What follows belongs to an exercise in optimizing a design on an open flow for small area and few clock cycles; a production flow would make more cautious choices.
Function was checked by simulation only, so behaviour that the tests miss may differ from the original.
Power is estimated from default activity; no workload was simulated.

## c6502
module c6502
(
    input               clock,
    input               ce,
    input               reset_n,
    output reg  [15:0]  address,
    input       [ 7:0]  in,
    output      [ 7:0]  out,
    output              we
);
==> flow/config.mk <==
export PLATFORM = sky130hd
export DESIGN_NAME = c6502
export DESIGN_NICKNAME = c6502
export VERILOG_FILES = /design/flow/design.v
export SDC_FILE = /design/flow/constraint.sdc
export NUM_CORES = 4
export LEC_CHECK = 0
export ABC_AREA = 1
export CAP_MARGIN = 20
export CORE_MARGIN = 2
export CORE_UTILIZATION = 55
export GPL_TIMING_DRIVEN = 0
export SLEW_MARGIN = 20
==> flow/constraint.sdc <==
create_clock -name core_clock -period 10.0 [get_ports {clock}]
set_input_delay 2.0000 -clock core_clock [delete_from_list [all_inputs] [get_ports {clock}]]
set_output_delay 2.0000 -clock core_clock [all_outputs]
set_load 0.01 [all_outputs]
standard.sh (not shown) runs the stock make flow with config.mk's settings and CLKGATE_MAP_FILE= SYNTH_SCRIPT=/design/flow/synth_recipe.tcl, a recipe that flattens the netlist after the stock synthesis.
==> flow/flow/run.sh <==
#!/bin/bash
# Standard layout, except that:
# - the combinational part of the standard synthesis netlist is mapped again
#   for area, twice (flip-flops untouched: same names, cells and connections);
# - the port buffers use the smallest buffer cell;
# - clock tree synthesis uses clkbuf_8 and inserts no dummy loads.
set -euo pipefail
RES=orfs/results/sky130hd/c6502/base
VARS=("BUFFER_PORTS_ARGS=-buffer_cell sky130_fd_sc_hd__buf_1"
      "CTS_ARGS=-sink_clustering_enable -repair_clock_nets -dont_use_dummy_load -buf_list sky130_fd_sc_hd__clkbuf_8 -sink_clustering_size 30 -sink_clustering_max_diameter 150")
bash standard.sh synth > synth.log 2>&1
cp $RES/1_2_yosys.v $RES/1_2_yosys_standard.v
bash flow/remap.sh $RES/1_2_yosys_standard.v $RES/1_2_yosys_pass1.v "$PWD/flow/area.abc" remap1.log
bash flow/remap.sh $RES/1_2_yosys_pass1.v $RES/1_2_yosys.v "$PWD/flow/area.abc" remap2.log
rm -f $RES/1_synth.odb $RES/1_synth.sdc
bash standard.sh "${VARS[@]}" finish > layout.log 2>&1
Other scripts of this flow, unchanged in this note and not shown: flow/flow/area.abc, flow/flow/dont_use.txt, flow/flow/remap.sh
The starting point passed the timing, design-rule and antenna checks.
Testbench counts at the start, summed over its fixed seeds: cycles 85,565.
Then changed:
--- a/flow/flow/run.sh
+++ b/flow/flow/run.sh
@@ -10 +10 @@
-      "CTS_ARGS=-sink_clustering_enable -repair_clock_nets -dont_use_dummy_load -buf_list sky130_fd_sc_hd__clkbuf_8 -sink_clustering_size 30 -sink_clustering_max_diameter 150")
+      "CTS_ARGS=-sink_clustering_enable -repair_clock_nets -dont_use_dummy_load -buf_list sky130_fd_sc_hd__clkbuf_8")
The new run completed without violations.
Power does not change.
Wire length does not change.
Final cell count stays the same.
Clock skew does not change.
Register-to-register slack is about the same.
Global-route usage is unchanged.
Die area is unchanged.
Setup slack stays the same.
Core utilization does not change.
Area after synthesis does not change.
Cell area stays the same.


c6502, a different RTL version from the one above (not shown whole).
Size in the first run: about 880 cells after synthesis, roughly 36 I/O pins, roughly 0.0058 mm2 of cells after synthesis.
==> flow/config.mk <==
export PLATFORM = sky130hd
export DESIGN_NAME = c6502
export DESIGN_NICKNAME = c6502
export VERILOG_FILES = /design/flow/design.v
export SDC_FILE = /design/flow/constraint.sdc
export NUM_CORES = 4
export LEC_CHECK = 0
export ABC_AREA = 1
export CAP_MARGIN = 20
export CORE_MARGIN = 2
export CORE_UTILIZATION = 60
export GPL_TIMING_DRIVEN = 0
export SLEW_MARGIN = 20
==> flow/constraint.sdc <==
create_clock -name core_clock -period 10.0 [get_ports {clock}]
set_input_delay 2.0000 -clock core_clock [delete_from_list [all_inputs] [get_ports {clock}]]
set_output_delay 2.0000 -clock core_clock [all_outputs]
set_load 0.01 [all_outputs]
==> flow/flow/run.sh <==
#!/bin/bash
# Standard layout, except that the combinational part of the standard
# synthesis netlist is mapped again for area (flip-flops untouched), and the
# port buffers use the smallest buffer cell.
set -euo pipefail
RES=orfs/results/sky130hd/c6502/base
PORTBUF="BUFFER_PORTS_ARGS=-buffer_cell sky130_fd_sc_hd__buf_1"
bash standard.sh synth > synth.log 2>&1
cp $RES/1_2_yosys.v $RES/1_2_yosys_standard.v
bash flow/remap.sh $RES/1_2_yosys_standard.v $RES/1_2_yosys.v "$PWD/flow/area.abc" remap.log
rm -f $RES/1_synth.odb $RES/1_synth.sdc
bash standard.sh "$PORTBUF" finish > layout.log 2>&1
Other scripts of this flow, unchanged in this note and not shown: flow/flow/area.abc, flow/flow/dont_use.txt, flow/flow/remap.sh
The starting point finished with timing, DRC and antenna clean.
Testbench counts at the start, summed over its fixed seeds: cycles 84,884.
Rerun with:
Settings changed: ABC_AREA 1 to unset, CORE_UTILIZATION 60 to 40, GPL_TIMING_DRIVEN 0 to unset.
Result: Die area went up by 55%. Cell area went up by 6.7%. Worst setup slack improved by 370 ps. Sequential share of layout area went down by 1.7 points. Maximum frequency went up by 4.1%.


c6502, a different RTL version from the one above (not shown whole).
Size: ~36 I/O pins, ~5500 um2 of cells after synthesis.
export LEC_CHECK = 0
export ABC_AREA = 1
export CAP_MARGIN = 20
export CORE_MARGIN = 2
export CORE_UTILIZATION = 40
export GPL_TIMING_DRIVEN = 0
export SLEW_MARGIN = 20
create_clock -name core_clock -period 10.0 [get_ports {clock}]
Scripts as last shown in full above: flow/flow/run.sh
Other scripts of this flow, unchanged in this note and not shown: flow/flow/area.abc, flow/flow/dont_use.txt, flow/flow/remap.sh
Testbench counts at the start, summed over its fixed seeds: cycles 85,565.
Rerun with:
==> flow/flow/run.sh (replaced) <==
#!/bin/bash
# Standard layout, except that:
# - the combinational part of the standard synthesis netlist is mapped again
#   for area (flip-flops untouched: same names, cells and connections);
# - the port buffers use the smallest buffer cell;
# - clock tree synthesis uses clkbuf_8 and inserts no dummy loads.
set -euo pipefail
RES=orfs/results/sky130hd/c6502/base
VARS=("BUFFER_PORTS_ARGS=-buffer_cell sky130_fd_sc_hd__buf_1"
      "CTS_ARGS=-sink_clustering_enable -repair_clock_nets -dont_use_dummy_load -buf_list sky130_fd_sc_hd__clkbuf_8")
bash standard.sh synth > synth.log 2>&1
cp $RES/1_2_yosys.v $RES/1_2_yosys_standard.v
bash flow/remap.sh $RES/1_2_yosys_standard.v $RES/1_2_yosys.v "$PWD/flow/area.abc" remap.log
rm -f $RES/1_synth.odb $RES/1_synth.sdc
bash standard.sh "${VARS[@]}" finish > layout.log 2>&1
Settings changed: CORE_UTILIZATION 40 to 55.
Result:
- critical path depth is higher by 1
- register-to-register slack got worse by 200 ps
- via count is about the same
- wire length drops by 5.6%
- final area shrinks by 3.1%
- clock-buffer cell count is unchanged
- worst setup slack is worse by 52 ps
- clock skew came out higher by 5.4 ps
- cell count is lower by 4.7%
Rerun with:
==> flow/flow/run.sh (replaced) <==
#!/bin/bash
# Standard layout, except that the combinational part of the standard
# synthesis netlist is mapped again for area (flip-flops untouched), and the
# port buffers use the smallest buffer cell.
set -euo pipefail
RES=orfs/results/sky130hd/c6502/base
PORTBUF="BUFFER_PORTS_ARGS=-buffer_cell sky130_fd_sc_hd__buf_1"
bash standard.sh synth > synth.log 2>&1
cp $RES/1_2_yosys.v $RES/1_2_yosys_standard.v
bash flow/remap.sh $RES/1_2_yosys_standard.v $RES/1_2_yosys.v "$PWD/flow/area.abc" remap.log
rm -f $RES/1_synth.odb $RES/1_synth.sdc
bash standard.sh "$PORTBUF" finish > layout.log 2>&1
Settings changed: CORE_UTILIZATION 55 to 40, CTS_BUF_LIST set to sky130_fd_sc_hd__clkbuf_8.
Outcome:
- The changed run ran to the end with no violations
- global-route usage decreases by 8.3 points
- final cell count goes up by 5.0%
- utilization fell by 16 points
- power grows by 3.7%


wip/indigo:
Another version of the RTL of c6502 (not shown whole).
Size in the first run: about 760 cells after synthesis, ~0.0054 sq mm of cells after synthesis.
export LEC_CHECK = 0
export ABC_AREA = 1
export CAP_MARGIN = 20
export CORE_MARGIN = 2
export CORE_UTILIZATION = 60
export GPL_TIMING_DRIVEN = 0
export SLEW_MARGIN = 20
create_clock -name core_clock -period 10.0 [get_ports {clock}]
==> flow/flow/run.sh <==
#!/bin/bash
# Standard layout, except that:
# - the combinational part of the standard synthesis netlist is mapped again
#   for area, in two passes, keeping the smaller (flip-flops untouched: same names, cells and connections);
# - the port buffers use the smallest buffer cell;
# - clock tree synthesis uses clkbuf_8 and inserts no dummy loads;
# - after global routing, gates with slack to spare are downsized (RECOVER_POWER).
set -euo pipefail
RES=orfs/results/sky130hd/c6502/base
VARS=("BUFFER_PORTS_ARGS=-buffer_cell sky130_fd_sc_hd__buf_1"
      "CTS_ARGS=-sink_clustering_enable -repair_clock_nets -dont_use_dummy_load -buf_list sky130_fd_sc_hd__clkbuf_8"
      "RECOVER_POWER=100")
bash standard.sh synth > synth.log 2>&1
cp $RES/1_2_yosys.v $RES/1_2_yosys_standard.v
bash flow/remap.sh $RES/1_2_yosys_standard.v $RES/1_2_yosys_pass1.v "$PWD/flow/area.abc" remap1.log
bash flow/remap.sh $RES/1_2_yosys_pass1.v $RES/1_2_yosys_pass2.v "$PWD/flow/area.abc" remap2.log
# keep the smaller of the two passes
a1=$(grep "Chip area" remap1.log | tail -1 | awk '{print $NF}')
a2=$(grep "Chip area" remap2.log | tail -1 | awk '{print $NF}')
if awk -v a="$a1" -v b="$a2" 'BEGIN { exit !(b < a) }'; then
  cp $RES/1_2_yosys_pass2.v $RES/1_2_yosys.v
else
  cp $RES/1_2_yosys_pass1.v $RES/1_2_yosys.v
fi
rm -f $RES/1_synth.odb $RES/1_synth.sdc
bash standard.sh "${VARS[@]}" finish > layout.log 2>&1
Other scripts of this flow, unchanged in this note and not shown: flow/flow/area.abc, flow/flow/dont_use.txt, flow/flow/remap.sh
wip/indigo finished all stages; layout check result: FAIL, due to capacitance limit, slew limit.
Testbench counts of wip/indigo, summed over its fixed seeds: cycles 85,565.
What wip/ember does differently from wip/indigo at the input level:
-- flow/flow/run.sh --
<<< wip/indigo, line 6
# - clock tree synthesis uses clkbuf_8 and inserts no dummy loads;
# - after global routing, gates with slack to spare are downsized (RECOVER_POWER).
>>> wip/ember, line 6
# - clock tree synthesis uses clkbuf_8 and inserts no dummy loads.
<<< wip/indigo, line 11
      "CTS_ARGS=-sink_clustering_enable -repair_clock_nets -dont_use_dummy_load -buf_list sky130_fd_sc_hd__clkbuf_8"
      "RECOVER_POWER=100")
>>> wip/ember, line 10
      "CTS_ARGS=-sink_clustering_enable -repair_clock_nets -dont_use_dummy_load -buf_list sky130_fd_sc_hd__clkbuf_8")
==> comparison <==
wip/ember was carried through to the last stage, and its layout satisfied the timing, design-rule and antenna checks.
Going from wip/indigo to wip/ember, post-route met1 wirelength grew by about 0.4%, slack of the worst reg-to-reg path grew by 0.11 ns.
wip/ember vs. wip/indigo: post-route worst setup slack has increased, share of cells above drive strength 1 has remained practically unchanged.
Compared wip/indigo against wip/ember; post-route cell area within noise.

-- separate check: timing with driven ports --
How much do the figures lean on ideal ports? The routed layouts below were timed once more, with nothing changed but the port constraints.
Step 1: set_driving_cell puts a clkbuf_16 on clock and a buf_2 on each other input, an assumption about the parent block.
Step 2 moves the port delays by t, midway between the first and last clock arrival at a register: inputs arrive t later, outputs are due t later. That takes back most of the time a late clock gives input paths.
Three values: no drivers, after step 1, after step 2; two values: the first two.
run | t (ns) | slack for setup (ns) | pins driven straight from the clock port
the first run of note 1 | 0.405 | 0.770 / 0.732 / 1.137 | 1
the second run of note 1 | 0.405 | 0.770 / 0.732 / 1.137 | 1
the first run of note 2 | 0.400 | 0.632 / 0.632 / 0.632 | 1
the second run of note 2 | 0.392 | 1.004 / 1.004 / 0.972 | 1
the first run of note 3 | 0.397 | 0.669 / 0.625 / 1.022 | 1
the second run of note 3 | 0.399 | 0.617 / 0.580 / 0.979 | 1
the third run of note 3 | 0.427 | 0.619 / 0.582 / 1.009 | 1
wip/indigo | 0.391 | 0.362 / 0.328 / 0.718 | 1
wip/ember | 0.391 | 0.493 / 0.458 / 0.850 | 1
The setup slack of the second run of note 2, which loses most, moves by 0.000 ns with the drivers and by -0.032 ns with both steps.
